What follows belongs to an exercise in optimizing a design on an open flow for small area; a production flow would make more cautious choices. Only simulation tests tie the RTL to the original design; equivalence was not proved.

## flow/design.v (module list and top-level ports; edited modules follow where they fit)
// module ilog2_32: 20 lines
// module compute_sc: 2182 lines
// module fa_cell: 4 lines
// module ha_cell: 4 lines
module compute_sc(
    input   clock,
    input   resetn,
    input   ivalid,
    output  oready,
    output  ovalid,
    input   iready,
    input   [63:0]  a_x,
    input   [31:0]  a_y,
    input   [63:0]  ri,
    input   [31:0]  qi,
    input   [31:0]  q_span,
    input   [31:0]  avg_qspan,
    input   [31:0]  max_dist_x,
    input   [31:0]  max_dist_y,
    input   [31:0]  bw,
    output  [31:0]  data_return
);
  // ...
==> flow/flow/run.sh <==
#!/bin/bash
# Standard ORFS layout (the standard.sh), with two changes:
#  - ports get buf_1 buffers instead of the default port buffer cell;
#  - Yosys's ABC mapping uses flow/abc_area.script (area-only mapping) in place of ORFS's.
# Everything else, including the synthesis script, is ORFS's own, run from a local copy.
set -e
rm -rf scripts_local
cp -r "$FLOW_HOME/scripts" scripts_local
cp flow/abc_area.script scripts_local/abc_area.script
export SCRIPTS_DIR="$PWD/scripts_local"
export BUFFER_PORTS_ARGS="-buffer_cell sky130_fd_sc_hd__buf_1"
echo "export BUFFER_PORTS_ARGS = -buffer_cell sky130_fd_sc_hd__buf_1" >> config.mk
bash standard.sh > standard.log 2>&1
==> flow/flow/abc_area.script <==
strash
dch
map -a
topo
stime -c
upsize -c
dnsize -c
==> flow/standard.sh <==
#!/bin/bash
# synth_recipe.tcl (not shown) runs the flow's synth.tcl, then flattens the netlist and writes it again
# the make line also repeats each setting of config.mk as NAME=value (left out here)
make -C /OpenROAD-flow-scripts/flow DESIGN_CONFIG=/design/flow/config.mk WORK_HOME=/design/flow/orfs CLKGATE_MAP_FILE= SYNTH_SCRIPT=/design/flow/synth_recipe.tcl "${@:-finish}"
==> flow/config.mk <==
export PLATFORM = sky130hd
export DESIGN_NAME = compute_sc
export DESIGN_NICKNAME = compute_sc
export VERILOG_FILES = /design/flow/design.v
export SDC_FILE = /design/flow/constraint.sdc
export NUM_CORES = 4
export LEC_CHECK = 0
export ABC_AREA = 1
export CAP_MARGIN = 20
export CORE_MARGIN = 2
export CORE_UTILIZATION = 40
export GPL_ROUTABILITY_DRIVEN = 0
export GPL_TIMING_DRIVEN = 0
export PLACE_DENSITY = 0.75
export SETUP_SLACK_MARGIN = -0.1
export SLEW_MARGIN = 20
export SYNTH_HIERARCHICAL = 1
export SYNTH_MINIMUM_KEEP_SIZE = 0
export BUFFER_PORTS_ARGS = -buffer_cell sky130_fd_sc_hd__buf_1
==> flow/constraint.sdc <==
create_clock -name core_clock -period 7.0 [get_ports {clock}]
set_input_delay 1.4000 -clock core_clock [delete_from_list [all_inputs] [get_ports {clock}]]
set_output_delay 1.4000 -clock core_clock [all_outputs]
set_load 0.01 [all_outputs]
==> results.py, run 1 <==
metrics = {
    "outcome": {
        "status": "finished clean",
    },
    "placement": {
        "dpl.hpwl_um": 60300,
    },
    "final_layout": {
        "layout_commonest_cell": "nand2_1",
        "area.growth.synth_to_final_pct": 15.4,
        "fillers": 5570,
        "final_cell_mix": "nand2_1, clkinv_1, buf_1",
        "postLayoutCellArea_mm2": 0.0260,
        "fin_util_pct": 46.4,
    },
    "detailed_routing": {
        "vias_per_cell": 5.40,
        "wl_per_cell_um": 17.6,
        "ant_nets": 0,
        "wl_um": 74400,
        "top_layer_used": "met5",
    },
    "critical_path": {
        "rr_worst_depth": 21,
        "critPathKind": "flip-flop to output port",
        "crit_path_top_delay_cell": "dfxtp_2",
        "crit_cells": 42,
        "critPathTopFamily": "simple AND/OR/NAND/NOR gates",
        "r2r-start": "avg_r[13]",
    },
    "global_routing": {
        "grt-busiest-layer": "met2",
        "grt-ovfl-total": 0,
        "grtUsageMet1_pct": 29.8,
    },
    "clock_tree": {
        "clockBufferDepth": 2,
    },
    "synth": {
        "synth_common_cells": "nand2_1, clkinv_1, nor2_1",
    },
    "worst_hold_path": {
        "min_path_type": "flip-flop to flip-flop",
    },
}
==> run 2, diff against run 1 <==
--- a/flow/design.v
+++ b/flow/design.v
@@ -46,11 +46,4 @@
 wire s = ddp[31];
-wire [31:0] por;
-assign por[0] = 1'b0;
-genvar gi;
-generate for (gi = 1; gi < 32; gi = gi + 1) begin : g_por
-    assign por[gi] = por[gi-1] | ddp[gi-1];
-end endgenerate
-wire [31:0] dd = ddp ^ ({32{s}} & por);
 wire [31:0] rh = ri[63:32], ah = a_x[63:32];
-wire gt_dr_mdx, gt_dr_mdy, gt_dq_mdx, gt_dq_mdy, gt_p_bw, gt_bw_np, gt_hi, ovc;
+wire gt_dr_mdx, gt_dr_mdy, gt_dq_mdx, gt_dq_mdy, gt_p_bw, gt_bw_np, ovc;
 wire cm1;
@@ -433,56 +426,2 @@
 wire cm378;
-wire cm379;
-wire cm380;
-wire cm381;
-wire cm382;
-wire cm383;
-wire cm384;
-wire cm385;
-wire cm386;
-wire cm387;
-wire cm388;
-wire cm389;
-wire cm390;
-wire cm391;
-wire cm392;
-wire cm393;
-wire cm394;
-wire cm395;
-wire cm396;
-wire cm397;
-wire cm398;
-wire cm399;
-wire cm400;
-wire cm401;
-wire cm402;
-wire cm403;
-wire cm404;
-wire cm405;
-wire cm406;
-wire cm407;
-wire cm408;
-wire cm409;
-wire cm410;
-wire cm411;
-wire cm412;
-wire cm413;
-wire cm414;
-wire cm415;
-wire cm416;
-wire cm417;
-wire cm418;
-wire cm419;
-wire cm420;
-wire cm421;
-wire cm422;
-wire cm423;
-wire cm424;
-wire cm425;
-wire cm426;
-wire cm427;
-wire cm428;
-wire cm429;
-wire cm430;
-wire cm431;
-wire cm432;
 assign cm1 = dr[0] & ~max_dist_x[0];
@@ -811,42 +750,42 @@
 assign cm324 = cm322 & cm320;
-assign cm325 = ri[32] & ~a_x[32];
-assign cm326 = (ri[33] & ~a_x[33]) | ((ri[33] | ~a_x[33]) & cm325);
-assign cm327 = (ri[34] & ~a_x[34]) | ((ri[34] | ~a_x[34]) & cm326);
-assign cm328 = (ri[35] & ~a_x[35]) | ((ri[35] | ~a_x[35]) & cm327);
-assign cm329 = (ri[32] | ~a_x[32]) & (ri[33] | ~a_x[33]) & (ri[34] | ~a_x[34]) & (ri[35] | ~a_x[35]);
-assign cm330 = ri[36] & ~a_x[36];
-assign cm331 = (ri[37] & ~a_x[37]) | ((ri[37] | ~a_x[37]) & cm330);
-assign cm332 = (ri[38] & ~a_x[38]) | ((ri[38] | ~a_x[38]) & cm331);
-assign cm333 = (ri[39] & ~a_x[39]) | ((ri[39] | ~a_x[39]) & cm332);
-assign cm334 = (ri[36] | ~a_x[36]) & (ri[37] | ~a_x[37]) & (ri[38] | ~a_x[38]) & (ri[39] | ~a_x[39]);
-assign cm335 = ri[40] & ~a_x[40];
-assign cm336 = (ri[41] & ~a_x[41]) | ((ri[41] | ~a_x[41]) & cm335);
-assign cm337 = (ri[42] & ~a_x[42]) | ((ri[42] | ~a_x[42]) & cm336);
-assign cm338 = (ri[43] & ~a_x[43]) | ((ri[43] | ~a_x[43]) & cm337);
-assign cm339 = (ri[40] | ~a_x[40]) & (ri[41] | ~a_x[41]) & (ri[42] | ~a_x[42]) & (ri[43] | ~a_x[43]);
-assign cm340 = ri[44] & ~a_x[44];
-assign cm341 = (ri[45] & ~a_x[45]) | ((ri[45] | ~a_x[45]) & cm340);
-assign cm342 = (ri[46] & ~a_x[46]) | ((ri[46] | ~a_x[46]) & cm341);
-assign cm343 = (ri[47] & ~a_x[47]) | ((ri[47] | ~a_x[47]) & cm342);
-assign cm344 = (ri[44] | ~a_x[44]) & (ri[45] | ~a_x[45]) & (ri[46] | ~a_x[46]) & (ri[47] | ~a_x[47]);
-assign cm345 = ri[48] & ~a_x[48];
-assign cm346 = (ri[49] & ~a_x[49]) | ((ri[49] | ~a_x[49]) & cm345);
-assign cm347 = (ri[50] & ~a_x[50]) | ((ri[50] | ~a_x[50]) & cm346);
-assign cm348 = (ri[51] & ~a_x[51]) | ((ri[51] | ~a_x[51]) & cm347);
-assign cm349 = (ri[48] | ~a_x[48]) & (ri[49] | ~a_x[49]) & (ri[50] | ~a_x[50]) & (ri[51] | ~a_x[51]);
-assign cm350 = ri[52] & ~a_x[52];
-assign cm351 = (ri[53] & ~a_x[53]) | ((ri[53] | ~a_x[53]) & cm350);
-assign cm352 = (ri[54] & ~a_x[54]) | ((ri[54] | ~a_x[54]) & cm351);
-assign cm353 = (ri[55] & ~a_x[55]) | ((ri[55] | ~a_x[55]) & cm352);
-assign cm354 = (ri[52] | ~a_x[52]) & (ri[53] | ~a_x[53]) & (ri[54] | ~a_x[54]) & (ri[55] | ~a_x[55]);
-assign cm355 = ri[56] & ~a_x[56];
-assign cm356 = (ri[57] & ~a_x[57]) | ((ri[57] | ~a_x[57]) & cm355);
-assign cm357 = (ri[58] & ~a_x[58]) | ((ri[58] | ~a_x[58]) & cm356);
-assign cm358 = (ri[59] & ~a_x[59]) | ((ri[59] | ~a_x[59]) & cm357);
-assign cm359 = (ri[56] | ~a_x[56]) & (ri[57] | ~a_x[57]) & (ri[58] | ~a_x[58]) & (ri[59] | ~a_x[59]);
-assign cm360 = ri[60] & ~a_x[60];
-assign cm361 = (ri[61] & ~a_x[61]) | ((ri[61] | ~a_x[61]) & cm360);
-assign cm362 = (ri[62] & ~a_x[62]) | ((ri[62] | ~a_x[62]) & cm361);
-assign cm363 = (ri[63] & ~a_x[63]) | ((ri[63] | ~a_x[63]) & cm362);
-assign cm364 = (ri[60] | ~a_x[60]) & (ri[61] | ~a_x[61]) & (ri[62] | ~a_x[62]) & (ri[63] | ~a_x[63]);
+assign cm325 = max_dist_x[0] & ~~a_x[0];
+assign cm326 = (max_dist_x[1] & ~~a_x[1]) | ((max_dist_x[1] | ~~a_x[1]) & cm325);
+assign cm327 = (max_dist_x[2] & ~~a_x[2]) | ((max_dist_x[2] | ~~a_x[2]) & cm326);
+assign cm328 = (max_dist_x[3] & ~~a_x[3]) | ((max_dist_x[3] | ~~a_x[3]) & cm327);
+assign cm329 = (max_dist_x[0] | ~~a_x[0]) & (max_dist_x[1] | ~~a_x[1]) & (max_dist_x[2] | ~~a_x[2]) & (max_dist_x[3] | ~~a_x[3]);
+assign cm330 = max_dist_x[4] & ~~a_x[4];
+assign cm331 = (max_dist_x[5] & ~~a_x[5]) | ((max_dist_x[5] | ~~a_x[5]) & cm330);
+assign cm332 = (max_dist_x[6] & ~~a_x[6]) | ((max_dist_x[6] | ~~a_x[6]) & cm331);
+assign cm333 = (max_dist_x[7] & ~~a_x[7]) | ((max_dist_x[7] | ~~a_x[7]) & cm332);
+assign cm334 = (max_dist_x[4] | ~~a_x[4]) & (max_dist_x[5] | ~~a_x[5]) & (max_dist_x[6] | ~~a_x[6]) & (max_dist_x[7] | ~~a_x[7]);
+assign cm335 = max_dist_x[8] & ~~a_x[8];
+assign cm336 = (max_dist_x[9] & ~~a_x[9]) | ((max_dist_x[9] | ~~a_x[9]) & cm335);
+assign cm337 = (max_dist_x[10] & ~~a_x[10]) | ((max_dist_x[10] | ~~a_x[10]) & cm336);
+assign cm338 = (max_dist_x[11] & ~~a_x[11]) | ((max_dist_x[11] | ~~a_x[11]) & cm337);
+assign cm339 = (max_dist_x[8] | ~~a_x[8]) & (max_dist_x[9] | ~~a_x[9]) & (max_dist_x[10] | ~~a_x[10]) & (max_dist_x[11] | ~~a_x[11]);
+assign cm340 = max_dist_x[12] & ~~a_x[12];
+assign cm341 = (max_dist_x[13] & ~~a_x[13]) | ((max_dist_x[13] | ~~a_x[13]) & cm340);
+assign cm342 = (max_dist_x[14] & ~~a_x[14]) | ((max_dist_x[14] | ~~a_x[14]) & cm341);
+assign cm343 = (max_dist_x[15] & ~~a_x[15]) | ((max_dist_x[15] | ~~a_x[15]) & cm342);
+assign cm344 = (max_dist_x[12] | ~~a_x[12]) & (max_dist_x[13] | ~~a_x[13]) & (max_dist_x[14] | ~~a_x[14]) & (max_dist_x[15] | ~~a_x[15]);
+assign cm345 = max_dist_x[16] & ~~a_x[16];
+assign cm346 = (max_dist_x[17] & ~~a_x[17]) | ((max_dist_x[17] | ~~a_x[17]) & cm345);
+assign cm347 = (max_dist_x[18] & ~~a_x[18]) | ((max_dist_x[18] | ~~a_x[18]) & cm346);
+assign cm348 = (max_dist_x[19] & ~~a_x[19]) | ((max_dist_x[19] | ~~a_x[19]) & cm347);
+assign cm349 = (max_dist_x[16] | ~~a_x[16]) & (max_dist_x[17] | ~~a_x[17]) & (max_dist_x[18] | ~~a_x[18]) & (max_dist_x[19] | ~~a_x[19]);
+assign cm350 = max_dist_x[20] & ~~a_x[20];
+assign cm351 = (max_dist_x[21] & ~~a_x[21]) | ((max_dist_x[21] | ~~a_x[21]) & cm350);
+assign cm352 = (max_dist_x[22] & ~~a_x[22]) | ((max_dist_x[22] | ~~a_x[22]) & cm351);
+assign cm353 = (max_dist_x[23] & ~~a_x[23]) | ((max_dist_x[23] | ~~a_x[23]) & cm352);
+assign cm354 = (max_dist_x[20] | ~~a_x[20]) & (max_dist_x[21] | ~~a_x[21]) & (max_dist_x[22] | ~~a_x[22]) & (max_dist_x[23] | ~~a_x[23]);
+assign cm355 = max_dist_x[24] & ~~a_x[24];
+assign cm356 = (max_dist_x[25] & ~~a_x[25]) | ((max_dist_x[25] | ~~a_x[25]) & cm355);
+assign cm357 = (max_dist_x[26] & ~~a_x[26]) | ((max_dist_x[26] | ~~a_x[26]) & cm356);
+assign cm358 = (max_dist_x[27] & ~~a_x[27]) | ((max_dist_x[27] | ~~a_x[27]) & cm357);
+assign cm359 = (max_dist_x[24] | ~~a_x[24]) & (max_dist_x[25] | ~~a_x[25]) & (max_dist_x[26] | ~~a_x[26]) & (max_dist_x[27] | ~~a_x[27]);
+assign cm360 = max_dist_x[28] & ~~a_x[28];
+assign cm361 = (max_dist_x[29] & ~~a_x[29]) | ((max_dist_x[29] | ~~a_x[29]) & cm360);
+assign cm362 = (max_dist_x[30] & ~~a_x[30]) | ((max_dist_x[30] | ~~a_x[30]) & cm361);
+assign cm363 = (max_dist_x[31] & ~~a_x[31]) | ((max_dist_x[31] | ~~a_x[31]) & cm362);
+assign cm364 = (max_dist_x[28] | ~~a_x[28]) & (max_dist_x[29] | ~~a_x[29]) & (max_dist_x[30] | ~~a_x[30]) & (max_dist_x[31] | ~~a_x[31]);
 assign cm365 = cm333 | (cm334 & cm328);
@@ -865,56 +804,2 @@
 assign cm378 = cm376 & cm374;
-assign cm379 = max_dist_x[0] & ~~a_x[0];
-assign cm380 = (max_dist_x[1] & ~~a_x[1]) | ((max_dist_x[1] | ~~a_x[1]) & cm379);
-assign cm381 = (max_dist_x[2] & ~~a_x[2]) | ((max_dist_x[2] | ~~a_x[2]) & cm380);
-assign cm382 = (max_dist_x[3] & ~~a_x[3]) | ((max_dist_x[3] | ~~a_x[3]) & cm381);
-assign cm383 = (max_dist_x[0] | ~~a_x[0]) & (max_dist_x[1] | ~~a_x[1]) & (max_dist_x[2] | ~~a_x[2]) & (max_dist_x[3] | ~~a_x[3]);
-assign cm384 = max_dist_x[4] & ~~a_x[4];
-assign cm385 = (max_dist_x[5] & ~~a_x[5]) | ((max_dist_x[5] | ~~a_x[5]) & cm384);
-assign cm386 = (max_dist_x[6] & ~~a_x[6]) | ((max_dist_x[6] | ~~a_x[6]) & cm385);
-assign cm387 = (max_dist_x[7] & ~~a_x[7]) | ((max_dist_x[7] | ~~a_x[7]) & cm386);
-assign cm388 = (max_dist_x[4] | ~~a_x[4]) & (max_dist_x[5] | ~~a_x[5]) & (max_dist_x[6] | ~~a_x[6]) & (max_dist_x[7] | ~~a_x[7]);
-assign cm389 = max_dist_x[8] & ~~a_x[8];
-assign cm390 = (max_dist_x[9] & ~~a_x[9]) | ((max_dist_x[9] | ~~a_x[9]) & cm389);
-assign cm391 = (max_dist_x[10] & ~~a_x[10]) | ((max_dist_x[10] | ~~a_x[10]) & cm390);
-assign cm392 = (max_dist_x[11] & ~~a_x[11]) | ((max_dist_x[11] | ~~a_x[11]) & cm391);
-assign cm393 = (max_dist_x[8] | ~~a_x[8]) & (max_dist_x[9] | ~~a_x[9]) & (max_dist_x[10] | ~~a_x[10]) & (max_dist_x[11] | ~~a_x[11]);
-assign cm394 = max_dist_x[12] & ~~a_x[12];
-assign cm395 = (max_dist_x[13] & ~~a_x[13]) | ((max_dist_x[13] | ~~a_x[13]) & cm394);
-assign cm396 = (max_dist_x[14] & ~~a_x[14]) | ((max_dist_x[14] | ~~a_x[14]) & cm395);
-assign cm397 = (max_dist_x[15] & ~~a_x[15]) | ((max_dist_x[15] | ~~a_x[15]) & cm396);
-assign cm398 = (max_dist_x[12] | ~~a_x[12]) & (max_dist_x[13] | ~~a_x[13]) & (max_dist_x[14] | ~~a_x[14]) & (max_dist_x[15] | ~~a_x[15]);
-assign cm399 = max_dist_x[16] & ~~a_x[16];
-assign cm400 = (max_dist_x[17] & ~~a_x[17]) | ((max_dist_x[17] | ~~a_x[17]) & cm399);
-assign cm401 = (max_dist_x[18] & ~~a_x[18]) | ((max_dist_x[18] | ~~a_x[18]) & cm400);
-assign cm402 = (max_dist_x[19] & ~~a_x[19]) | ((max_dist_x[19] | ~~a_x[19]) & cm401);
-assign cm403 = (max_dist_x[16] | ~~a_x[16]) & (max_dist_x[17] | ~~a_x[17]) & (max_dist_x[18] | ~~a_x[18]) & (max_dist_x[19] | ~~a_x[19]);
-assign cm404 = max_dist_x[20] & ~~a_x[20];
-assign cm405 = (max_dist_x[21] & ~~a_x[21]) | ((max_dist_x[21] | ~~a_x[21]) & cm404);
-assign cm406 = (max_dist_x[22] & ~~a_x[22]) | ((max_dist_x[22] | ~~a_x[22]) & cm405);
-assign cm407 = (max_dist_x[23] & ~~a_x[23]) | ((max_dist_x[23] | ~~a_x[23]) & cm406);
-assign cm408 = (max_dist_x[20] | ~~a_x[20]) & (max_dist_x[21] | ~~a_x[21]) & (max_dist_x[22] | ~~a_x[22]) & (max_dist_x[23] | ~~a_x[23]);
-assign cm409 = max_dist_x[24] & ~~a_x[24];
-assign cm410 = (max_dist_x[25] & ~~a_x[25]) | ((max_dist_x[25] | ~~a_x[25]) & cm409);
-assign cm411 = (max_dist_x[26] & ~~a_x[26]) | ((max_dist_x[26] | ~~a_x[26]) & cm410);
-assign cm412 = (max_dist_x[27] & ~~a_x[27]) | ((max_dist_x[27] | ~~a_x[27]) & cm411);
-assign cm413 = (max_dist_x[24] | ~~a_x[24]) & (max_dist_x[25] | ~~a_x[25]) & (max_dist_x[26] | ~~a_x[26]) & (max_dist_x[27] | ~~a_x[27]);
-assign cm414 = max_dist_x[28] & ~~a_x[28];
-assign cm415 = (max_dist_x[29] & ~~a_x[29]) | ((max_dist_x[29] | ~~a_x[29]) & cm414);
-assign cm416 = (max_dist_x[30] & ~~a_x[30]) | ((max_dist_x[30] | ~~a_x[30]) & cm415);
-assign cm417 = (max_dist_x[31] & ~~a_x[31]) | ((max_dist_x[31] | ~~a_x[31]) & cm416);
-assign cm418 = (max_dist_x[28] | ~~a_x[28]) & (max_dist_x[29] | ~~a_x[29]) & (max_dist_x[30] | ~~a_x[30]) & (max_dist_x[31] | ~~a_x[31]);
-assign cm419 = cm387 | (cm388 & cm382);
-assign cm420 = cm388 & cm383;
-assign cm421 = cm397 | (cm398 & cm392);
-assign cm422 = cm398 & cm393;
-assign cm423 = cm407 | (cm408 & cm402);
-assign cm424 = cm408 & cm403;
-assign cm425 = cm417 | (cm418 & cm412);
-assign cm426 = cm418 & cm413;
-assign cm427 = cm421 | (cm422 & cm419);
-assign cm428 = cm422 & cm420;
-assign cm429 = cm425 | (cm426 & cm423);
-assign cm430 = cm426 & cm424;
-assign cm431 = cm429 | (cm430 & cm427);
-assign cm432 = cm430 & cm428;
 assign gt_dr_mdx = cm53;
@@ -925,9 +810,7 @@
 assign gt_bw_np = cm323;
-assign gt_hi = cm377;
-assign ovc = cm431;
-wire gt_dd_bw = s ? ~gt_bw_np : gt_p_bw;
-wire [31:0] e_hi = ~(rh ^ ah);
-wire eq_hi = &e_hi;
-wire [31:0] o_hi = rh | ~ah;
-wire eq1_hi = ~e_hi[0] & (&(e_hi[31:1] ~^ o_hi[30:0]));
+assign ovc = cm377;
+wire [32:0] t_hi = {1'b0, rh} + {1'b0, ~ah};
+wire gt_hi = t_hi[32];
+wire eq_hi = &t_hi[31:0];
+wire eq1_hi = ~|t_hi[31:0];
 wire c64 = gt_hi | (eq_hi & c_lo);                
@@ -940,19 +823,22 @@
 wire [7:0] qs = q_span[7:0];
-wire big = s & dr[31];
 wire k_r = dr[31] | ((dr[30:8] == 23'd0) & (qs > dr[7:0]));
 wire k_q = (dq[31:8] == 24'd0) & (qs > dq[7:0]);
-wire [7:0] sc_lo = s ? (k_r ? dr[7:0] : qs) : (k_q ? dq[7:0] : qs);
-wire [31:0] sc = {dr[31:8] & {24{big}}, sc_lo};
-reg [31:0] dd_r;
+wire [7:0] scr = k_r ? dr[7:0] : qs;      
+wire [7:0] scq = k_q ? dq[7:0] : qs;      
+reg [31:0] ddp_r;
 reg [17:0] avg_r;
-reg [31:0] sc_r;
+reg [31:8] dr_r;
+reg [7:0]  scr_r, scq_r;
 reg        rej_r;
-reg        rbw_r;               
+reg        gpb_r, gbn_r;        
 reg        v_r;
 always @(posedge clock) begin
-    dd_r  <= dd;
+    ddp_r <= ddp;
     avg_r <= avg_qspan[17:0];
-    sc_r  <= sc;
+    dr_r  <= dr[31:8];
+    scr_r <= scr;
+    scq_r <= scq;
     rej_r <= rej;
-    rbw_r <= gt_dd_bw;
+    gpb_r <= gt_p_bw;
+    gbn_r <= gt_bw_np;
 end
@@ -960,2 +846,13 @@
     if (!resetn) v_r <= 1'b0; else v_r <= ivalid;
+wire sb = ddp_r[31];
+wire [31:0] por;
+assign por[0] = 1'b0;
+genvar gi;
+generate for (gi = 1; gi < 32; gi = gi + 1) begin : g_por
+    assign por[gi] = por[gi-1] | ddp_r[gi-1];
+end endgenerate
+wire [31:0] ddb = ddp_r ^ ({32{sb}} & por);
+wire rbw = sb ? ~gbn_r : gpb_r;
+wire big = sb & dr_r[31];
+wire [31:0] sc_r = {dr_r[31:8] & {24{big}}, sb ? scr_r : scq_r};
 reg [3:0] lgh;
@@ -965,3 +862,3 @@
     for (k = 0; k < 16; k = k + 1)
-        if (dd_r[2*k] | dd_r[2*k+1]) lgh = k;
+        if (ddb[2*k] | ddb[2*k+1]) lgh = k;
 end
@@ -1572,320 +1469,320 @@
 wire b604_s, b604_c;
-assign b1 = ~(dd_r[0] & avg_r[0]);
-assign b2 = ~(dd_r[0] & avg_r[1]);
-assign b3 = ~(dd_r[0] & avg_r[2]);
-assign b4 = ~(dd_r[0] & avg_r[3]);
-assign b5 = ~(dd_r[0] & avg_r[4]);
-assign b6 = ~(dd_r[0] & avg_r[5]);
-assign b7 = ~(dd_r[0] & avg_r[6]);
-assign b8 = ~(dd_r[0] & avg_r[7]);
-assign b9 = ~(dd_r[0] & avg_r[8]);
-assign b10 = ~(dd_r[0] & avg_r[9]);
-assign b11 = ~(dd_r[0] & avg_r[10]);
-assign b12 = ~(dd_r[0] & avg_r[11]);
-assign b13 = ~(dd_r[0] & avg_r[12]);
-assign b14 = ~(dd_r[0] & avg_r[13]);
-assign b15 = ~(dd_r[0] & avg_r[14]);
-assign b16 = ~(dd_r[0] & avg_r[15]);
-assign b17 = ~(dd_r[0] & avg_r[16]);
-assign b18 = ~(dd_r[0] & avg_r[17]);
-assign b19 = ~(dd_r[1] & avg_r[0]);
-assign b20 = ~(dd_r[1] & avg_r[1]);
-assign b21 = ~(dd_r[1] & avg_r[2]);
-assign b22 = ~(dd_r[1] & avg_r[3]);
-assign b23 = ~(dd_r[1] & avg_r[4]);
-assign b24 = ~(dd_r[1] & avg_r[5]);
-assign b25 = ~(dd_r[1] & avg_r[6]);
-assign b26 = ~(dd_r[1] & avg_r[7]);
-assign b27 = ~(dd_r[1] & avg_r[8]);
-assign b28 = ~(dd_r[1] & avg_r[9]);
-assign b29 = ~(dd_r[1] & avg_r[10]);
-assign b30 = ~(dd_r[1] & avg_r[11]);
-assign b31 = ~(dd_r[1] & avg_r[12]);
-assign b32 = ~(dd_r[1] & avg_r[13]);
-assign b33 = ~(dd_r[1] & avg_r[14]);
-assign b34 = ~(dd_r[1] & avg_r[15]);
-assign b35 = ~(dd_r[1] & avg_r[16]);
-assign b36 = ~(dd_r[1] & avg_r[17]);
-assign b37 = ~(dd_r[2] & avg_r[0]);
-assign b38 = ~(dd_r[2] & avg_r[1]);
-assign b39 = ~(dd_r[2] & avg_r[2]);
-assign b40 = ~(dd_r[2] & avg_r[3]);
-assign b41 = ~(dd_r[2] & avg_r[4]);
-assign b42 = ~(dd_r[2] & avg_r[5]);
-assign b43 = ~(dd_r[2] & avg_r[6]);
-assign b44 = ~(dd_r[2] & avg_r[7]);
-assign b45 = ~(dd_r[2] & avg_r[8]);
-assign b46 = ~(dd_r[2] & avg_r[9]);
-assign b47 = ~(dd_r[2] & avg_r[10]);
-assign b48 = ~(dd_r[2] & avg_r[11]);
-assign b49 = ~(dd_r[2] & avg_r[12]);
-assign b50 = ~(dd_r[2] & avg_r[13]);
-assign b51 = ~(dd_r[2] & avg_r[14]);
-assign b52 = ~(dd_r[2] & avg_r[15]);
-assign b53 = ~(dd_r[2] & avg_r[16]);
-assign b54 = ~(dd_r[2] & avg_r[17]);
-assign b55 = ~(dd_r[3] & avg_r[0]);
-assign b56 = ~(dd_r[3] & avg_r[1]);
-assign b57 = ~(dd_r[3] & avg_r[2]);
-assign b58 = ~(dd_r[3] & avg_r[3]);
-assign b59 = ~(dd_r[3] & avg_r[4]);
-assign b60 = ~(dd_r[3] & avg_r[5]);
-assign b61 = ~(dd_r[3] & avg_r[6]);
-assign b62 = ~(dd_r[3] & avg_r[7]);
-assign b63 = ~(dd_r[3] & avg_r[8]);
-assign b64 = ~(dd_r[3] & avg_r[9]);
-assign b65 = ~(dd_r[3] & avg_r[10]);
-assign b66 = ~(dd_r[3] & avg_r[11]);
-assign b67 = ~(dd_r[3] & avg_r[12]);
-assign b68 = ~(dd_r[3] & avg_r[13]);
-assign b69 = ~(dd_r[3] & avg_r[14]);
-assign b70 = ~(dd_r[3] & avg_r[15]);
-assign b71 = ~(dd_r[3] & avg_r[16]);
-assign b72 = ~(dd_r[3] & avg_r[17]);
-assign b73 = ~(dd_r[4] & avg_r[0]);
-assign b74 = ~(dd_r[4] & avg_r[1]);
-assign b75 = ~(dd_r[4] & avg_r[2]);
-assign b76 = ~(dd_r[4] & avg_r[3]);
-assign b77 = ~(dd_r[4] & avg_r[4]);
-assign b78 = ~(dd_r[4] & avg_r[5]);
-assign b79 = ~(dd_r[4] & avg_r[6]);
-assign b80 = ~(dd_r[4] & avg_r[7]);
-assign b81 = ~(dd_r[4] & avg_r[8]);
-assign b82 = ~(dd_r[4] & avg_r[9]);
-assign b83 = ~(dd_r[4] & avg_r[10]);
-assign b84 = ~(dd_r[4] & avg_r[11]);
-assign b85 = ~(dd_r[4] & avg_r[12]);
-assign b86 = ~(dd_r[4] & avg_r[13]);
-assign b87 = ~(dd_r[4] & avg_r[14]);
-assign b88 = ~(dd_r[4] & avg_r[15]);
-assign b89 = ~(dd_r[4] & avg_r[16]);
-assign b90 = ~(dd_r[4] & avg_r[17]);
-assign b91 = ~(dd_r[5] & avg_r[0]);
-assign b92 = ~(dd_r[5] & avg_r[1]);
-assign b93 = ~(dd_r[5] & avg_r[2]);
-assign b94 = ~(dd_r[5] & avg_r[3]);
-assign b95 = ~(dd_r[5] & avg_r[4]);
-assign b96 = ~(dd_r[5] & avg_r[5]);
-assign b97 = ~(dd_r[5] & avg_r[6]);
-assign b98 = ~(dd_r[5] & avg_r[7]);
-assign b99 = ~(dd_r[5] & avg_r[8]);
-assign b100 = ~(dd_r[5] & avg_r[9]);
-assign b101 = ~(dd_r[5] & avg_r[10]);
-assign b102 = ~(dd_r[5] & avg_r[11]);
-assign b103 = ~(dd_r[5] & avg_r[12]);
-assign b104 = ~(dd_r[5] & avg_r[13]);
-assign b105 = ~(dd_r[5] & avg_r[14]);
-assign b106 = ~(dd_r[5] & avg_r[15]);
-assign b107 = ~(dd_r[5] & avg_r[16]);
-assign b108 = ~(dd_r[5] & avg_r[17]);
-assign b109 = ~(dd_r[6] & avg_r[0]);
-assign b110 = ~(dd_r[6] & avg_r[1]);
-assign b111 = ~(dd_r[6] & avg_r[2]);
-assign b112 = ~(dd_r[6] & avg_r[3]);
-assign b113 = ~(dd_r[6] & avg_r[4]);
-assign b114 = ~(dd_r[6] & avg_r[5]);
-assign b115 = ~(dd_r[6] & avg_r[6]);
-assign b116 = ~(dd_r[6] & avg_r[7]);
-assign b117 = ~(dd_r[6] & avg_r[8]);
-assign b118 = ~(dd_r[6] & avg_r[9]);
-assign b119 = ~(dd_r[6] & avg_r[10]);
-assign b120 = ~(dd_r[6] & avg_r[11]);
-assign b121 = ~(dd_r[6] & avg_r[12]);
-assign b122 = ~(dd_r[6] & avg_r[13]);
-assign b123 = ~(dd_r[6] & avg_r[14]);
-assign b124 = ~(dd_r[6] & avg_r[15]);
-assign b125 = ~(dd_r[6] & avg_r[16]);
-assign b126 = ~(dd_r[6] & avg_r[17]);
-assign b127 = ~(dd_r[7] & avg_r[0]);
-assign b128 = ~(dd_r[7] & avg_r[1]);
-assign b129 = ~(dd_r[7] & avg_r[2]);
-assign b130 = ~(dd_r[7] & avg_r[3]);
-assign b131 = ~(dd_r[7] & avg_r[4]);
-assign b132 = ~(dd_r[7] & avg_r[5]);
-assign b133 = ~(dd_r[7] & avg_r[6]);
-assign b134 = ~(dd_r[7] & avg_r[7]);
-assign b135 = ~(dd_r[7] & avg_r[8]);
-assign b136 = ~(dd_r[7] & avg_r[9]);
-assign b137 = ~(dd_r[7] & avg_r[10]);
-assign b138 = ~(dd_r[7] & avg_r[11]);
-assign b139 = ~(dd_r[7] & avg_r[12]);
-assign b140 = ~(dd_r[7] & avg_r[13]);
-assign b141 = ~(dd_r[7] & avg_r[14]);
-assign b142 = ~(dd_r[7] & avg_r[15]);
-assign b143 = ~(dd_r[7] & avg_r[16]);
-assign b144 = ~(dd_r[7] & avg_r[17]);
-assign b145 = ~(dd_r[8] & avg_r[0]);
-assign b146 = ~(dd_r[8] & avg_r[1]);
-assign b147 = ~(dd_r[8] & avg_r[2]);
-assign b148 = ~(dd_r[8] & avg_r[3]);
-assign b149 = ~(dd_r[8] & avg_r[4]);
-assign b150 = ~(dd_r[8] & avg_r[5]);
-assign b151 = ~(dd_r[8] & avg_r[6]);
-assign b152 = ~(dd_r[8] & avg_r[7]);
-assign b153 = ~(dd_r[8] & avg_r[8]);
-assign b154 = ~(dd_r[8] & avg_r[9]);
-assign b155 = ~(dd_r[8] & avg_r[10]);
-assign b156 = ~(dd_r[8] & avg_r[11]);
-assign b157 = ~(dd_r[8] & avg_r[12]);
-assign b158 = ~(dd_r[8] & avg_r[13]);
-assign b159 = ~(dd_r[8] & avg_r[14]);
-assign b160 = ~(dd_r[8] & avg_r[15]);
-assign b161 = ~(dd_r[8] & avg_r[16]);
-assign b162 = ~(dd_r[8] & avg_r[17]);
-assign b163 = ~(dd_r[9] & avg_r[0]);
-assign b164 = ~(dd_r[9] & avg_r[1]);
-assign b165 = ~(dd_r[9] & avg_r[2]);
-assign b166 = ~(dd_r[9] & avg_r[3]);
-assign b167 = ~(dd_r[9] & avg_r[4]);
-assign b168 = ~(dd_r[9] & avg_r[5]);
-assign b169 = ~(dd_r[9] & avg_r[6]);
-assign b170 = ~(dd_r[9] & avg_r[7]);
-assign b171 = ~(dd_r[9] & avg_r[8]);
-assign b172 = ~(dd_r[9] & avg_r[9]);
-assign b173 = ~(dd_r[9] & avg_r[10]);
-assign b174 = ~(dd_r[9] & avg_r[11]);
-assign b175 = ~(dd_r[9] & avg_r[12]);
-assign b176 = ~(dd_r[9] & avg_r[13]);
-assign b177 = ~(dd_r[9] & avg_r[14]);
-assign b178 = ~(dd_r[9] & avg_r[15]);
-assign b179 = ~(dd_r[9] & avg_r[16]);
-assign b180 = ~(dd_r[9] & avg_r[17]);
-assign b181 = ~(dd_r[10] & avg_r[0]);
-assign b182 = ~(dd_r[10] & avg_r[1]);
-assign b183 = ~(dd_r[10] & avg_r[2]);
-assign b184 = ~(dd_r[10] & avg_r[3]);
-assign b185 = ~(dd_r[10] & avg_r[4]);
-assign b186 = ~(dd_r[10] & avg_r[5]);
-assign b187 = ~(dd_r[10] & avg_r[6]);
-assign b188 = ~(dd_r[10] & avg_r[7]);
-assign b189 = ~(dd_r[10] & avg_r[8]);
-assign b190 = ~(dd_r[10] & avg_r[9]);
-assign b191 = ~(dd_r[10] & avg_r[10]);
-assign b192 = ~(dd_r[10] & avg_r[11]);
-assign b193 = ~(dd_r[10] & avg_r[12]);
-assign b194 = ~(dd_r[10] & avg_r[13]);
-assign b195 = ~(dd_r[10] & avg_r[14]);
-assign b196 = ~(dd_r[10] & avg_r[15]);
-assign b197 = ~(dd_r[10] & avg_r[16]);
-assign b198 = ~(dd_r[10] & avg_r[17]);
-assign b199 = ~(dd_r[11] & avg_r[0]);
-assign b200 = ~(dd_r[11] & avg_r[1]);
-assign b201 = ~(dd_r[11] & avg_r[2]);
-assign b202 = ~(dd_r[11] & avg_r[3]);
-assign b203 = ~(dd_r[11] & avg_r[4]);
-assign b204 = ~(dd_r[11] & avg_r[5]);
-assign b205 = ~(dd_r[11] & avg_r[6]);
-assign b206 = ~(dd_r[11] & avg_r[7]);
-assign b207 = ~(dd_r[11] & avg_r[8]);
-assign b208 = ~(dd_r[11] & avg_r[9]);
-assign b209 = ~(dd_r[11] & avg_r[10]);
-assign b210 = ~(dd_r[11] & avg_r[11]);
-assign b211 = ~(dd_r[11] & avg_r[12]);
-assign b212 = ~(dd_r[11] & avg_r[13]);
-assign b213 = ~(dd_r[11] & avg_r[14]);
-assign b214 = ~(dd_r[11] & avg_r[15]);
-assign b215 = ~(dd_r[11] & avg_r[16]);
-assign b216 = ~(dd_r[11] & avg_r[17]);
-assign b217 = ~(dd_r[12] & avg_r[0]);
-assign b218 = ~(dd_r[12] & avg_r[1]);
-assign b219 = ~(dd_r[12] & avg_r[2]);
-assign b220 = ~(dd_r[12] & avg_r[3]);
-assign b221 = ~(dd_r[12] & avg_r[4]);
-assign b222 = ~(dd_r[12] & avg_r[5]);
-assign b223 = ~(dd_r[12] & avg_r[6]);
-assign b224 = ~(dd_r[12] & avg_r[7]);
-assign b225 = ~(dd_r[12] & avg_r[8]);
-assign b226 = ~(dd_r[12] & avg_r[9]);
-assign b227 = ~(dd_r[12] & avg_r[10]);
-assign b228 = ~(dd_r[12] & avg_r[11]);
-assign b229 = ~(dd_r[12] & avg_r[12]);
-assign b230 = ~(dd_r[12] & avg_r[13]);
-assign b231 = ~(dd_r[12] & avg_r[14]);
-assign b232 = ~(dd_r[12] & avg_r[15]);
-assign b233 = ~(dd_r[12] & avg_r[16]);
-assign b234 = ~(dd_r[12] & avg_r[17]);
-assign b235 = ~(dd_r[13] & avg_r[0]);
-assign b236 = ~(dd_r[13] & avg_r[1]);
-assign b237 = ~(dd_r[13] & avg_r[2]);
-assign b238 = ~(dd_r[13] & avg_r[3]);
-assign b239 = ~(dd_r[13] & avg_r[4]);
-assign b240 = ~(dd_r[13] & avg_r[5]);
-assign b241 = ~(dd_r[13] & avg_r[6]);
-assign b242 = ~(dd_r[13] & avg_r[7]);
-assign b243 = ~(dd_r[13] & avg_r[8]);
-assign b244 = ~(dd_r[13] & avg_r[9]);
-assign b245 = ~(dd_r[13] & avg_r[10]);
-assign b246 = ~(dd_r[13] & avg_r[11]);
-assign b247 = ~(dd_r[13] & avg_r[12]);
-assign b248 = ~(dd_r[13] & avg_r[13]);
-assign b249 = ~(dd_r[13] & avg_r[14]);
-assign b250 = ~(dd_r[13] & avg_r[15]);
-assign b251 = ~(dd_r[13] & avg_r[16]);
-assign b252 = ~(dd_r[13] & avg_r[17]);
-assign b253 = ~(dd_r[14] & avg_r[0]);
-assign b254 = ~(dd_r[14] & avg_r[1]);
-assign b255 = ~(dd_r[14] & avg_r[2]);
-assign b256 = ~(dd_r[14] & avg_r[3]);
-assign b257 = ~(dd_r[14] & avg_r[4]);
-assign b258 = ~(dd_r[14] & avg_r[5]);
-assign b259 = ~(dd_r[14] & avg_r[6]);
-assign b260 = ~(dd_r[14] & avg_r[7]);
-assign b261 = ~(dd_r[14] & avg_r[8]);
-assign b262 = ~(dd_r[14] & avg_r[9]);
-assign b263 = ~(dd_r[14] & avg_r[10]);
-assign b264 = ~(dd_r[14] & avg_r[11]);
-assign b265 = ~(dd_r[14] & avg_r[12]);
-assign b266 = ~(dd_r[14] & avg_r[13]);
-assign b267 = ~(dd_r[14] & avg_r[14]);
-assign b268 = ~(dd_r[14] & avg_r[15]);
-assign b269 = ~(dd_r[14] & avg_r[16]);
-assign b270 = ~(dd_r[14] & avg_r[17]);
-assign b271 = ~(dd_r[15] & avg_r[0]);
-assign b272 = ~(dd_r[15] & avg_r[1]);
-assign b273 = ~(dd_r[15] & avg_r[2]);
-assign b274 = ~(dd_r[15] & avg_r[3]);
-assign b275 = ~(dd_r[15] & avg_r[4]);
-assign b276 = ~(dd_r[15] & avg_r[5]);
-assign b277 = ~(dd_r[15] & avg_r[6]);
-assign b278 = ~(dd_r[15] & avg_r[7]);
-assign b279 = ~(dd_r[15] & avg_r[8]);
-assign b280 = ~(dd_r[15] & avg_r[9]);
-assign b281 = ~(dd_r[15] & avg_r[10]);
-assign b282 = ~(dd_r[15] & avg_r[11]);
-assign b283 = ~(dd_r[15] & avg_r[12]);
-assign b284 = ~(dd_r[15] & avg_r[13]);
-assign b285 = ~(dd_r[15] & avg_r[14]);
-assign b286 = ~(dd_r[15] & avg_r[15]);
-assign b287 = ~(dd_r[15] & avg_r[16]);
-assign b288 = ~(dd_r[16] & avg_r[0]);
-assign b289 = ~(dd_r[16] & avg_r[1]);
-assign b290 = ~(dd_r[16] & avg_r[2]);
-assign b291 = ~(dd_r[16] & avg_r[3]);
-assign b292 = ~(dd_r[16] & avg_r[4]);
-assign b293 = ~(dd_r[16] & avg_r[5]);
-assign b294 = ~(dd_r[16] & avg_r[6]);
-assign b295 = ~(dd_r[16] & avg_r[7]);
-assign b296 = ~(dd_r[16] & avg_r[8]);
-assign b297 = ~(dd_r[16] & avg_r[9]);
-assign b298 = ~(dd_r[16] & avg_r[10]);
-assign b299 = ~(dd_r[16] & avg_r[11]);
-assign b300 = ~(dd_r[16] & avg_r[12]);
-assign b301 = ~(dd_r[16] & avg_r[13]);
-assign b302 = ~(dd_r[16] & avg_r[14]);
-assign b303 = ~(dd_r[16] & avg_r[15]);
-assign b304 = ~(dd_r[17] & avg_r[0]);
-assign b305 = ~(dd_r[17] & avg_r[1]);
-assign b306 = ~(dd_r[17] & avg_r[2]);
-assign b307 = ~(dd_r[17] & avg_r[3]);
-assign b308 = ~(dd_r[17] & avg_r[4]);
-assign b309 = ~(dd_r[17] & avg_r[5]);
-assign b310 = ~(dd_r[17] & avg_r[6]);
-assign b311 = ~(dd_r[17] & avg_r[7]);
-assign b312 = ~(dd_r[17] & avg_r[8]);
-assign b313 = ~(dd_r[17] & avg_r[9]);
-assign b314 = ~(dd_r[17] & avg_r[10]);
-assign b315 = ~(dd_r[17] & avg_r[11]);
-assign b316 = ~(dd_r[17] & avg_r[12]);
-assign b317 = ~(dd_r[17] & avg_r[13]);
-assign b318 = ~(dd_r[17] & avg_r[14]);
+assign b1 = ~(ddb[0] & avg_r[0]);
+assign b2 = ~(ddb[0] & avg_r[1]);
+assign b3 = ~(ddb[0] & avg_r[2]);
+assign b4 = ~(ddb[0] & avg_r[3]);
+assign b5 = ~(ddb[0] & avg_r[4]);
+assign b6 = ~(ddb[0] & avg_r[5]);
+assign b7 = ~(ddb[0] & avg_r[6]);
+assign b8 = ~(ddb[0] & avg_r[7]);
+assign b9 = ~(ddb[0] & avg_r[8]);
+assign b10 = ~(ddb[0] & avg_r[9]);
+assign b11 = ~(ddb[0] & avg_r[10]);
+assign b12 = ~(ddb[0] & avg_r[11]);
+assign b13 = ~(ddb[0] & avg_r[12]);
+assign b14 = ~(ddb[0] & avg_r[13]);
+assign b15 = ~(ddb[0] & avg_r[14]);
+assign b16 = ~(ddb[0] & avg_r[15]);
+assign b17 = ~(ddb[0] & avg_r[16]);
+assign b18 = ~(ddb[0] & avg_r[17]);
+assign b19 = ~(ddb[1] & avg_r[0]);
+assign b20 = ~(ddb[1] & avg_r[1]);
+assign b21 = ~(ddb[1] & avg_r[2]);
+assign b22 = ~(ddb[1] & avg_r[3]);
+assign b23 = ~(ddb[1] & avg_r[4]);
+assign b24 = ~(ddb[1] & avg_r[5]);
+assign b25 = ~(ddb[1] & avg_r[6]);
+assign b26 = ~(ddb[1] & avg_r[7]);
+assign b27 = ~(ddb[1] & avg_r[8]);
+assign b28 = ~(ddb[1] & avg_r[9]);
+assign b29 = ~(ddb[1] & avg_r[10]);
+assign b30 = ~(ddb[1] & avg_r[11]);
+assign b31 = ~(ddb[1] & avg_r[12]);
+assign b32 = ~(ddb[1] & avg_r[13]);
+assign b33 = ~(ddb[1] & avg_r[14]);
+assign b34 = ~(ddb[1] & avg_r[15]);
+assign b35 = ~(ddb[1] & avg_r[16]);
+assign b36 = ~(ddb[1] & avg_r[17]);
+assign b37 = ~(ddb[2] & avg_r[0]);
+assign b38 = ~(ddb[2] & avg_r[1]);
+assign b39 = ~(ddb[2] & avg_r[2]);
+assign b40 = ~(ddb[2] & avg_r[3]);
+assign b41 = ~(ddb[2] & avg_r[4]);
+assign b42 = ~(ddb[2] & avg_r[5]);
+assign b43 = ~(ddb[2] & avg_r[6]);
+assign b44 = ~(ddb[2] & avg_r[7]);
+assign b45 = ~(ddb[2] & avg_r[8]);
+assign b46 = ~(ddb[2] & avg_r[9]);
+assign b47 = ~(ddb[2] & avg_r[10]);
+assign b48 = ~(ddb[2] & avg_r[11]);
+assign b49 = ~(ddb[2] & avg_r[12]);
+assign b50 = ~(ddb[2] & avg_r[13]);
+assign b51 = ~(ddb[2] & avg_r[14]);
+assign b52 = ~(ddb[2] & avg_r[15]);
+assign b53 = ~(ddb[2] & avg_r[16]);
+assign b54 = ~(ddb[2] & avg_r[17]);
+assign b55 = ~(ddb[3] & avg_r[0]);
+assign b56 = ~(ddb[3] & avg_r[1]);
+assign b57 = ~(ddb[3] & avg_r[2]);
+assign b58 = ~(ddb[3] & avg_r[3]);
+assign b59 = ~(ddb[3] & avg_r[4]);
+assign b60 = ~(ddb[3] & avg_r[5]);
+assign b61 = ~(ddb[3] & avg_r[6]);
+assign b62 = ~(ddb[3] & avg_r[7]);
+assign b63 = ~(ddb[3] & avg_r[8]);
+assign b64 = ~(ddb[3] & avg_r[9]);
+assign b65 = ~(ddb[3] & avg_r[10]);
+assign b66 = ~(ddb[3] & avg_r[11]);
+assign b67 = ~(ddb[3] & avg_r[12]);
+assign b68 = ~(ddb[3] & avg_r[13]);
+assign b69 = ~(ddb[3] & avg_r[14]);
+assign b70 = ~(ddb[3] & avg_r[15]);
+assign b71 = ~(ddb[3] & avg_r[16]);
+assign b72 = ~(ddb[3] & avg_r[17]);
+assign b73 = ~(ddb[4] & avg_r[0]);
+assign b74 = ~(ddb[4] & avg_r[1]);
+assign b75 = ~(ddb[4] & avg_r[2]);
+assign b76 = ~(ddb[4] & avg_r[3]);
+assign b77 = ~(ddb[4] & avg_r[4]);
+assign b78 = ~(ddb[4] & avg_r[5]);
+assign b79 = ~(ddb[4] & avg_r[6]);
+assign b80 = ~(ddb[4] & avg_r[7]);
+assign b81 = ~(ddb[4] & avg_r[8]);
+assign b82 = ~(ddb[4] & avg_r[9]);
+assign b83 = ~(ddb[4] & avg_r[10]);
+assign b84 = ~(ddb[4] & avg_r[11]);
+assign b85 = ~(ddb[4] & avg_r[12]);
+assign b86 = ~(ddb[4] & avg_r[13]);
+assign b87 = ~(ddb[4] & avg_r[14]);
+assign b88 = ~(ddb[4] & avg_r[15]);
+assign b89 = ~(ddb[4] & avg_r[16]);
+assign b90 = ~(ddb[4] & avg_r[17]);
+assign b91 = ~(ddb[5] & avg_r[0]);
+assign b92 = ~(ddb[5] & avg_r[1]);
+assign b93 = ~(ddb[5] & avg_r[2]);
+assign b94 = ~(ddb[5] & avg_r[3]);
+assign b95 = ~(ddb[5] & avg_r[4]);
+assign b96 = ~(ddb[5] & avg_r[5]);
+assign b97 = ~(ddb[5] & avg_r[6]);
+assign b98 = ~(ddb[5] & avg_r[7]);
+assign b99 = ~(ddb[5] & avg_r[8]);
+assign b100 = ~(ddb[5] & avg_r[9]);
+assign b101 = ~(ddb[5] & avg_r[10]);
+assign b102 = ~(ddb[5] & avg_r[11]);
+assign b103 = ~(ddb[5] & avg_r[12]);
+assign b104 = ~(ddb[5] & avg_r[13]);
+assign b105 = ~(ddb[5] & avg_r[14]);
+assign b106 = ~(ddb[5] & avg_r[15]);
+assign b107 = ~(ddb[5] & avg_r[16]);
+assign b108 = ~(ddb[5] & avg_r[17]);
+assign b109 = ~(ddb[6] & avg_r[0]);
+assign b110 = ~(ddb[6] & avg_r[1]);
+assign b111 = ~(ddb[6] & avg_r[2]);
+assign b112 = ~(ddb[6] & avg_r[3]);
+assign b113 = ~(ddb[6] & avg_r[4]);
+assign b114 = ~(ddb[6] & avg_r[5]);
+assign b115 = ~(ddb[6] & avg_r[6]);
+assign b116 = ~(ddb[6] & avg_r[7]);
+assign b117 = ~(ddb[6] & avg_r[8]);
+assign b118 = ~(ddb[6] & avg_r[9]);
+assign b119 = ~(ddb[6] & avg_r[10]);
+assign b120 = ~(ddb[6] & avg_r[11]);
+assign b121 = ~(ddb[6] & avg_r[12]);
+assign b122 = ~(ddb[6] & avg_r[13]);
+assign b123 = ~(ddb[6] & avg_r[14]);
+assign b124 = ~(ddb[6] & avg_r[15]);
+assign b125 = ~(ddb[6] & avg_r[16]);
+assign b126 = ~(ddb[6] & avg_r[17]);
+assign b127 = ~(ddb[7] & avg_r[0]);
+assign b128 = ~(ddb[7] & avg_r[1]);
+assign b129 = ~(ddb[7] & avg_r[2]);
+assign b130 = ~(ddb[7] & avg_r[3]);
+assign b131 = ~(ddb[7] & avg_r[4]);
+assign b132 = ~(ddb[7] & avg_r[5]);
+assign b133 = ~(ddb[7] & avg_r[6]);
+assign b134 = ~(ddb[7] & avg_r[7]);
+assign b135 = ~(ddb[7] & avg_r[8]);
+assign b136 = ~(ddb[7] & avg_r[9]);
+assign b137 = ~(ddb[7] & avg_r[10]);
+assign b138 = ~(ddb[7] & avg_r[11]);
+assign b139 = ~(ddb[7] & avg_r[12]);
+assign b140 = ~(ddb[7] & avg_r[13]);
+assign b141 = ~(ddb[7] & avg_r[14]);
+assign b142 = ~(ddb[7] & avg_r[15]);
+assign b143 = ~(ddb[7] & avg_r[16]);
+assign b144 = ~(ddb[7] & avg_r[17]);
+assign b145 = ~(ddb[8] & avg_r[0]);
+assign b146 = ~(ddb[8] & avg_r[1]);
+assign b147 = ~(ddb[8] & avg_r[2]);
+assign b148 = ~(ddb[8] & avg_r[3]);
+assign b149 = ~(ddb[8] & avg_r[4]);
+assign b150 = ~(ddb[8] & avg_r[5]);
+assign b151 = ~(ddb[8] & avg_r[6]);
+assign b152 = ~(ddb[8] & avg_r[7]);
+assign b153 = ~(ddb[8] & avg_r[8]);
+assign b154 = ~(ddb[8] & avg_r[9]);
+assign b155 = ~(ddb[8] & avg_r[10]);
+assign b156 = ~(ddb[8] & avg_r[11]);
+assign b157 = ~(ddb[8] & avg_r[12]);
+assign b158 = ~(ddb[8] & avg_r[13]);
+assign b159 = ~(ddb[8] & avg_r[14]);
+assign b160 = ~(ddb[8] & avg_r[15]);
+assign b161 = ~(ddb[8] & avg_r[16]);
+assign b162 = ~(ddb[8] & avg_r[17]);
+assign b163 = ~(ddb[9] & avg_r[0]);
+assign b164 = ~(ddb[9] & avg_r[1]);
+assign b165 = ~(ddb[9] & avg_r[2]);
+assign b166 = ~(ddb[9] & avg_r[3]);
+assign b167 = ~(ddb[9] & avg_r[4]);
+assign b168 = ~(ddb[9] & avg_r[5]);
+assign b169 = ~(ddb[9] & avg_r[6]);
+assign b170 = ~(ddb[9] & avg_r[7]);
+assign b171 = ~(ddb[9] & avg_r[8]);
+assign b172 = ~(ddb[9] & avg_r[9]);
+assign b173 = ~(ddb[9] & avg_r[10]);
+assign b174 = ~(ddb[9] & avg_r[11]);
+assign b175 = ~(ddb[9] & avg_r[12]);
+assign b176 = ~(ddb[9] & avg_r[13]);
+assign b177 = ~(ddb[9] & avg_r[14]);
+assign b178 = ~(ddb[9] & avg_r[15]);
+assign b179 = ~(ddb[9] & avg_r[16]);
+assign b180 = ~(ddb[9] & avg_r[17]);
+assign b181 = ~(ddb[10] & avg_r[0]);
+assign b182 = ~(ddb[10] & avg_r[1]);
+assign b183 = ~(ddb[10] & avg_r[2]);
+assign b184 = ~(ddb[10] & avg_r[3]);
+assign b185 = ~(ddb[10] & avg_r[4]);
+assign b186 = ~(ddb[10] & avg_r[5]);
+assign b187 = ~(ddb[10] & avg_r[6]);
+assign b188 = ~(ddb[10] & avg_r[7]);
+assign b189 = ~(ddb[10] & avg_r[8]);
+assign b190 = ~(ddb[10] & avg_r[9]);
+assign b191 = ~(ddb[10] & avg_r[10]);
+assign b192 = ~(ddb[10] & avg_r[11]);
+assign b193 = ~(ddb[10] & avg_r[12]);
+assign b194 = ~(ddb[10] & avg_r[13]);
+assign b195 = ~(ddb[10] & avg_r[14]);
+assign b196 = ~(ddb[10] & avg_r[15]);
+assign b197 = ~(ddb[10] & avg_r[16]);
+assign b198 = ~(ddb[10] & avg_r[17]);
+assign b199 = ~(ddb[11] & avg_r[0]);
+assign b200 = ~(ddb[11] & avg_r[1]);
+assign b201 = ~(ddb[11] & avg_r[2]);
+assign b202 = ~(ddb[11] & avg_r[3]);
+assign b203 = ~(ddb[11] & avg_r[4]);
+assign b204 = ~(ddb[11] & avg_r[5]);
+assign b205 = ~(ddb[11] & avg_r[6]);
+assign b206 = ~(ddb[11] & avg_r[7]);
+assign b207 = ~(ddb[11] & avg_r[8]);
+assign b208 = ~(ddb[11] & avg_r[9]);
+assign b209 = ~(ddb[11] & avg_r[10]);
+assign b210 = ~(ddb[11] & avg_r[11]);
+assign b211 = ~(ddb[11] & avg_r[12]);
+assign b212 = ~(ddb[11] & avg_r[13]);
+assign b213 = ~(ddb[11] & avg_r[14]);
+assign b214 = ~(ddb[11] & avg_r[15]);
+assign b215 = ~(ddb[11] & avg_r[16]);
+assign b216 = ~(ddb[11] & avg_r[17]);
+assign b217 = ~(ddb[12] & avg_r[0]);
+assign b218 = ~(ddb[12] & avg_r[1]);
+assign b219 = ~(ddb[12] & avg_r[2]);
+assign b220 = ~(ddb[12] & avg_r[3]);
+assign b221 = ~(ddb[12] & avg_r[4]);
+assign b222 = ~(ddb[12] & avg_r[5]);
+assign b223 = ~(ddb[12] & avg_r[6]);
+assign b224 = ~(ddb[12] & avg_r[7]);
+assign b225 = ~(ddb[12] & avg_r[8]);
+assign b226 = ~(ddb[12] & avg_r[9]);
+assign b227 = ~(ddb[12] & avg_r[10]);
+assign b228 = ~(ddb[12] & avg_r[11]);
+assign b229 = ~(ddb[12] & avg_r[12]);
+assign b230 = ~(ddb[12] & avg_r[13]);
+assign b231 = ~(ddb[12] & avg_r[14]);
+assign b232 = ~(ddb[12] & avg_r[15]);
+assign b233 = ~(ddb[12] & avg_r[16]);
+assign b234 = ~(ddb[12] & avg_r[17]);
+assign b235 = ~(ddb[13] & avg_r[0]);
+assign b236 = ~(ddb[13] & avg_r[1]);
+assign b237 = ~(ddb[13] & avg_r[2]);
+assign b238 = ~(ddb[13] & avg_r[3]);
+assign b239 = ~(ddb[13] & avg_r[4]);
+assign b240 = ~(ddb[13] & avg_r[5]);
+assign b241 = ~(ddb[13] & avg_r[6]);
+assign b242 = ~(ddb[13] & avg_r[7]);
+assign b243 = ~(ddb[13] & avg_r[8]);
+assign b244 = ~(ddb[13] & avg_r[9]);
+assign b245 = ~(ddb[13] & avg_r[10]);
+assign b246 = ~(ddb[13] & avg_r[11]);
+assign b247 = ~(ddb[13] & avg_r[12]);
+assign b248 = ~(ddb[13] & avg_r[13]);
+assign b249 = ~(ddb[13] & avg_r[14]);
+assign b250 = ~(ddb[13] & avg_r[15]);
+assign b251 = ~(ddb[13] & avg_r[16]);
+assign b252 = ~(ddb[13] & avg_r[17]);
+assign b253 = ~(ddb[14] & avg_r[0]);
+assign b254 = ~(ddb[14] & avg_r[1]);
+assign b255 = ~(ddb[14] & avg_r[2]);
+assign b256 = ~(ddb[14] & avg_r[3]);
+assign b257 = ~(ddb[14] & avg_r[4]);
+assign b258 = ~(ddb[14] & avg_r[5]);
+assign b259 = ~(ddb[14] & avg_r[6]);
+assign b260 = ~(ddb[14] & avg_r[7]);
+assign b261 = ~(ddb[14] & avg_r[8]);
+assign b262 = ~(ddb[14] & avg_r[9]);
+assign b263 = ~(ddb[14] & avg_r[10]);
+assign b264 = ~(ddb[14] & avg_r[11]);
+assign b265 = ~(ddb[14] & avg_r[12]);
+assign b266 = ~(ddb[14] & avg_r[13]);
+assign b267 = ~(ddb[14] & avg_r[14]);
+assign b268 = ~(ddb[14] & avg_r[15]);
+assign b269 = ~(ddb[14] & avg_r[16]);
+assign b270 = ~(ddb[14] & avg_r[17]);
+assign b271 = ~(ddb[15] & avg_r[0]);
+assign b272 = ~(ddb[15] & avg_r[1]);
+assign b273 = ~(ddb[15] & avg_r[2]);
+assign b274 = ~(ddb[15] & avg_r[3]);
+assign b275 = ~(ddb[15] & avg_r[4]);
+assign b276 = ~(ddb[15] & avg_r[5]);
+assign b277 = ~(ddb[15] & avg_r[6]);
+assign b278 = ~(ddb[15] & avg_r[7]);
+assign b279 = ~(ddb[15] & avg_r[8]);
+assign b280 = ~(ddb[15] & avg_r[9]);
+assign b281 = ~(ddb[15] & avg_r[10]);
+assign b282 = ~(ddb[15] & avg_r[11]);
+assign b283 = ~(ddb[15] & avg_r[12]);
+assign b284 = ~(ddb[15] & avg_r[13]);
+assign b285 = ~(ddb[15] & avg_r[14]);
+assign b286 = ~(ddb[15] & avg_r[15]);
+assign b287 = ~(ddb[15] & avg_r[16]);
+assign b288 = ~(ddb[16] & avg_r[0]);
+assign b289 = ~(ddb[16] & avg_r[1]);
+assign b290 = ~(ddb[16] & avg_r[2]);
+assign b291 = ~(ddb[16] & avg_r[3]);
+assign b292 = ~(ddb[16] & avg_r[4]);
+assign b293 = ~(ddb[16] & avg_r[5]);
+assign b294 = ~(ddb[16] & avg_r[6]);
+assign b295 = ~(ddb[16] & avg_r[7]);
+assign b296 = ~(ddb[16] & avg_r[8]);
+assign b297 = ~(ddb[16] & avg_r[9]);
+assign b298 = ~(ddb[16] & avg_r[10]);
+assign b299 = ~(ddb[16] & avg_r[11]);
+assign b300 = ~(ddb[16] & avg_r[12]);
+assign b301 = ~(ddb[16] & avg_r[13]);
+assign b302 = ~(ddb[16] & avg_r[14]);
+assign b303 = ~(ddb[16] & avg_r[15]);
+assign b304 = ~(ddb[17] & avg_r[0]);
+assign b305 = ~(ddb[17] & avg_r[1]);
+assign b306 = ~(ddb[17] & avg_r[2]);
+assign b307 = ~(ddb[17] & avg_r[3]);
+assign b308 = ~(ddb[17] & avg_r[4]);
+assign b309 = ~(ddb[17] & avg_r[5]);
+assign b310 = ~(ddb[17] & avg_r[6]);
+assign b311 = ~(ddb[17] & avg_r[7]);
+assign b312 = ~(ddb[17] & avg_r[8]);
+assign b313 = ~(ddb[17] & avg_r[9]);
+assign b314 = ~(ddb[17] & avg_r[10]);
+assign b315 = ~(ddb[17] & avg_r[11]);
+assign b316 = ~(ddb[17] & avg_r[12]);
+assign b317 = ~(ddb[17] & avg_r[13]);
+assign b318 = ~(ddb[17] & avg_r[14]);
 assign b319 = ~(b14 ^ b31);
@@ -2192,3 +2089,3 @@
     hi_r2   <= sc_r[31:14];
-    rej_r2  <= rej_r | rbw_r;
+    rej_r2  <= rej_r | rbw;
 end
--- a/flow/flow/run.sh
+++ b/flow/flow/run.sh
@@ -3,3 +3,3 @@
 #  - ports get buf_1 buffers instead of the default port buffer cell;
-#  - Yosys's ABC mapping uses flow/abc_area.script (area-only mapping) in place of ORFS's.
+#  - Yosys's ABC mapping uses flow/abc_area.script (area-oriented &nf mapping) in place of ORFS's.
 # Everything else, including the synthesis script, is ORFS's own, run from a local copy.
==> flow/flow/abc_area.script (replaced) <==
strash
&get -n
&st
&dch
&nf -R 1000 -p -F 8 -A 4 -a
&put
topo
stime -c
upsize -c
dnsize -c
--- a/flow/config.mk
+++ b/flow/config.mk
@@ -14,3 +14,2 @@
 export PLACE_DENSITY = 0.75
-export SETUP_SLACK_MARGIN = -0.1
 export SLEW_MARGIN = 20
==> run 2 against run 1 <==
Now fails the layout checks on negative setup slack. Routed wire length up 4.6%. Critical endpoint is now clin_r2[11]. Clock-buffer cell count grew 2. Highest routed layer unchanged. Die area decreased by 0.90%. Core utilization increased by 2.8 points. Critical path depth is 20 lower. Clock skew down 0.0054 ns. Sequential share of layout area grew 0.18 points. Sequential cell count is 9 higher. Synthesized area shrank 0.92%.
==> results.py, run 2 <==
metrics = {
    "outcome": {
        "status": "failed layout checks",
        "failed_checks": "negative setup slack",
    },
    "synth": {
        "async_flop_share_pct": 1.40,
        "synthCells": 2763,
        "yosys_warnings": 7,
        "synth.avg_cell_area_um2": 8.08,
        "synth_largest_area_cell": "fa_1",
        "synth_nets": 3584,
        "synth_cell_types": 84,
        "synth_area_leaders": "fa_1, dfxtp_1, ha_1",
        "ys.flop_type": "dfxtp_1",
        "synth-seq-cells": 143,
        "synth_common_cells": "nand2_1, fa_1, clkinv_1",
    },
    "critical_path": {
        "critPathCaptureType": "flip-flop",
        "required_ns": 7.34,
        "cp_cell_sequence": "or4_4, nor4_4, nand2b_4, or4_4, or4_4, o21ai_4, xnor2_4, buf_6, nand2_4, fa_2, fa_2, fa_1, fa_1, fa_2, ha_4, nand2_4, o21ai_4, a21oi_4, o31ai_4, a21oi_2, o31ai_2, xnor2_1",
        "critPathKind": "flip-flop to flip-flop",
        "crit_path_start": "ddp_r[0]",
        "start_kind": "flip-flop",
        "r2r-start": "ddp_r[0]",
        "cp_max_fo": 6,
        "worst-path-buf-inv": 1,
        "slowest_delay_ns": 0.57,
        "rr_worst_depth": 22,
        "crit_end": "clin_r2[11]",
        "critPathTopFamily": "adder cells",
        "worst_r2r_endpoint": "clin_r2[11]",
        "crit_path_top_delay_cell": "or4_4",
        "crit_cells": 22,
    },
    "sta": {
        "setup_slack_ns": -0.0764,
        "timing.setup.tns_ns": -0.123,
        "slew_violations": 0,
        "setup_violations": 3,
        "rsz0062_at_grt": "true",
        "hold_viol": 0,
        "max_freq_ghz": 0.141,
    },
    "detailed_routing": {
        "vias_per_cell": 5.81,
        "first_pass_iters": 6,
        "wl_um": 77800,
        "wl_per_cell_um": 19.5,
        "ant_nets": 0,
        "num_vias": 23200,
    },
    "die": {
        "start_util_pct": 40.5,
        "fp.coreArea_mm2": 0.0552,
        "pin_count": 390,
    },
    "flow_run": {
        "drv_cap": 0,
    },
    "clock_tree": {
        "cts_root_buf": "clkbuf_16",
        "clockBufferDepth": 2,
        "ctsHtreeMaxLevel": 4,
        "cts_inserted_buffers": 17,
        "insertion_delay_ns": 0.46,
        "cts_sinks": 143,
    },
    "global_routing": {
        "grt_pass1_wl_um": 117000,
        "grt-ovfl-total": 0,
        "grt_max_degree": 39,
        "gr-usage-all-layers_pct": 25.8,
    },
    "worst_hold_path": {
        "min_path_type": "flip-flop to flip-flop",
        "min_path_cells": 0,
    },
    "final_layout": {
        "largest_reg_flops": 32,
        "fin_util_pct": 49.3,
        "final_cell_mix": "nand2_1, buf_1, fa_1",
        "postLayoutCellArea_mm2": 0.0272,
        "area.growth.synth_to_final_pct": 21.7,
        "fillers": 5103,
        "layout_commonest_cell": "nand2_1",
        "multiInputGateArea_mm2": 0.0198,
    },
    "placement": {
        "port_buffers": 349,
        "dpl.hpwl_um": 62800,
    },
}
run 2: how the worst min path moves through the flow:
stage | startpoint | to | slack [ns]
5_1_grt | v_r | v_r2 | 0.38
3_5_place_dp | v_r | v_r2 | 0.34
2_1_floorplan | v_r | v_r2 | 0.33
6_report | v_r | v_r2 | 0.36
4_1_cts | v_r | v_r2 | 0.37
3_3_place_gp | v_r | v_r2 | 0.34
run 2: layout make-up:
cell class | instances | share of cell area [%]
diodes | 11 | 0.101
clock buffers | 19 | 1.63
multi-input cells | 2387 | 72.8
inverters | 232 | 3.20
plain buffers | 1 | 0.0276
repair buffers | 439 | 7.71
clock inverters | 12 | 0.548
well taps | 748 | 3.44
flip-flops and latches | 143 | 10.6
run 2: metrics by stage:
step	setup slack (ns)	std cells
CTS	-0.000158	3911
finish	-0.0764	3992
floorplan	0.131	2763
global route	-0.239	3990
global placement	-1.73	3860
detailed placement	-0.897	3877
run 2: repair_timing:
action / CTS / global route
setup endpoints to repair: 16 / 22
gates resized for setup: 38 / 182
hold buffers: 0 / 0
setup buffers: 3 / 67
pin swaps: 5 / 70
cloned: 0 / 2
run 2: kinds of logic after synthesis:
kind of cell,count (synthesis),synth area share [%]
fa+ha+maj,482,35.5
buf+inv,233,3.93
xor+xnor,197,7.76
other cells,1,0.0168
simple gates,994,19.9
mux,8,0.375
compound gates,705,19.7
flops,143,12.9
run 2: per-module statistics from Yosys (local to each module, per instance):
module      area [um^2]  flip-flops and latches
compute_sc        17300                     143
fa_cell            20.0                       0
run 2: routing by layer:
metal / up-vias / part of all wire (%) / GRT usage [%]
met3: 290 / 9.3 / 5.03
met4: 14 / 5.5 / 12.6
met1: 11000 / 36 / 30.3
met5: - / 0.12 / 0
met2: 1249 / 49 / 44.9
li1: 10600 / - / -

port drivers added, routing unchanged:
Ports are ideal in the flow. The routed layouts listed here were re-timed in OpenROAD. Step 1 assumes that a clkbuf_16 drives the clock port and a buf_2 every other input. Step 2 adds t to the input delays and takes it off the output delays; t is the mean of the earliest and latest rising clock arrival at the registers after step 1. Input paths then give back, and output paths get back, about the clock's delay inside the block. Three values: no drivers, after step 1, after step 2; two values: the first two.
| run | shift t [ns] | slack for setup (ns) | worst hold slack (ns) | worst setup path at the end | latest minus earliest clock arrival (ns) |
|---|---|---|---|---|---|
| run 1 | 0.485 | 0.198 / 0.155 / -0.169 | 0.326 / 0.326 / 0.326 | input to register | 0.018 / 0.017 |
| run 2 | 0.502 | -0.076 / -0.076 / -0.256 | 0.362 / 0.362 / 0.362 | input to register | 0.013 / 0.013 |
Met with ideal ports but missed after step 2: setup timing in run 1. For run 1, which loses most, drivers alone change the setup slack by -0.043 ns; drivers and shift together by -0.367 ns.
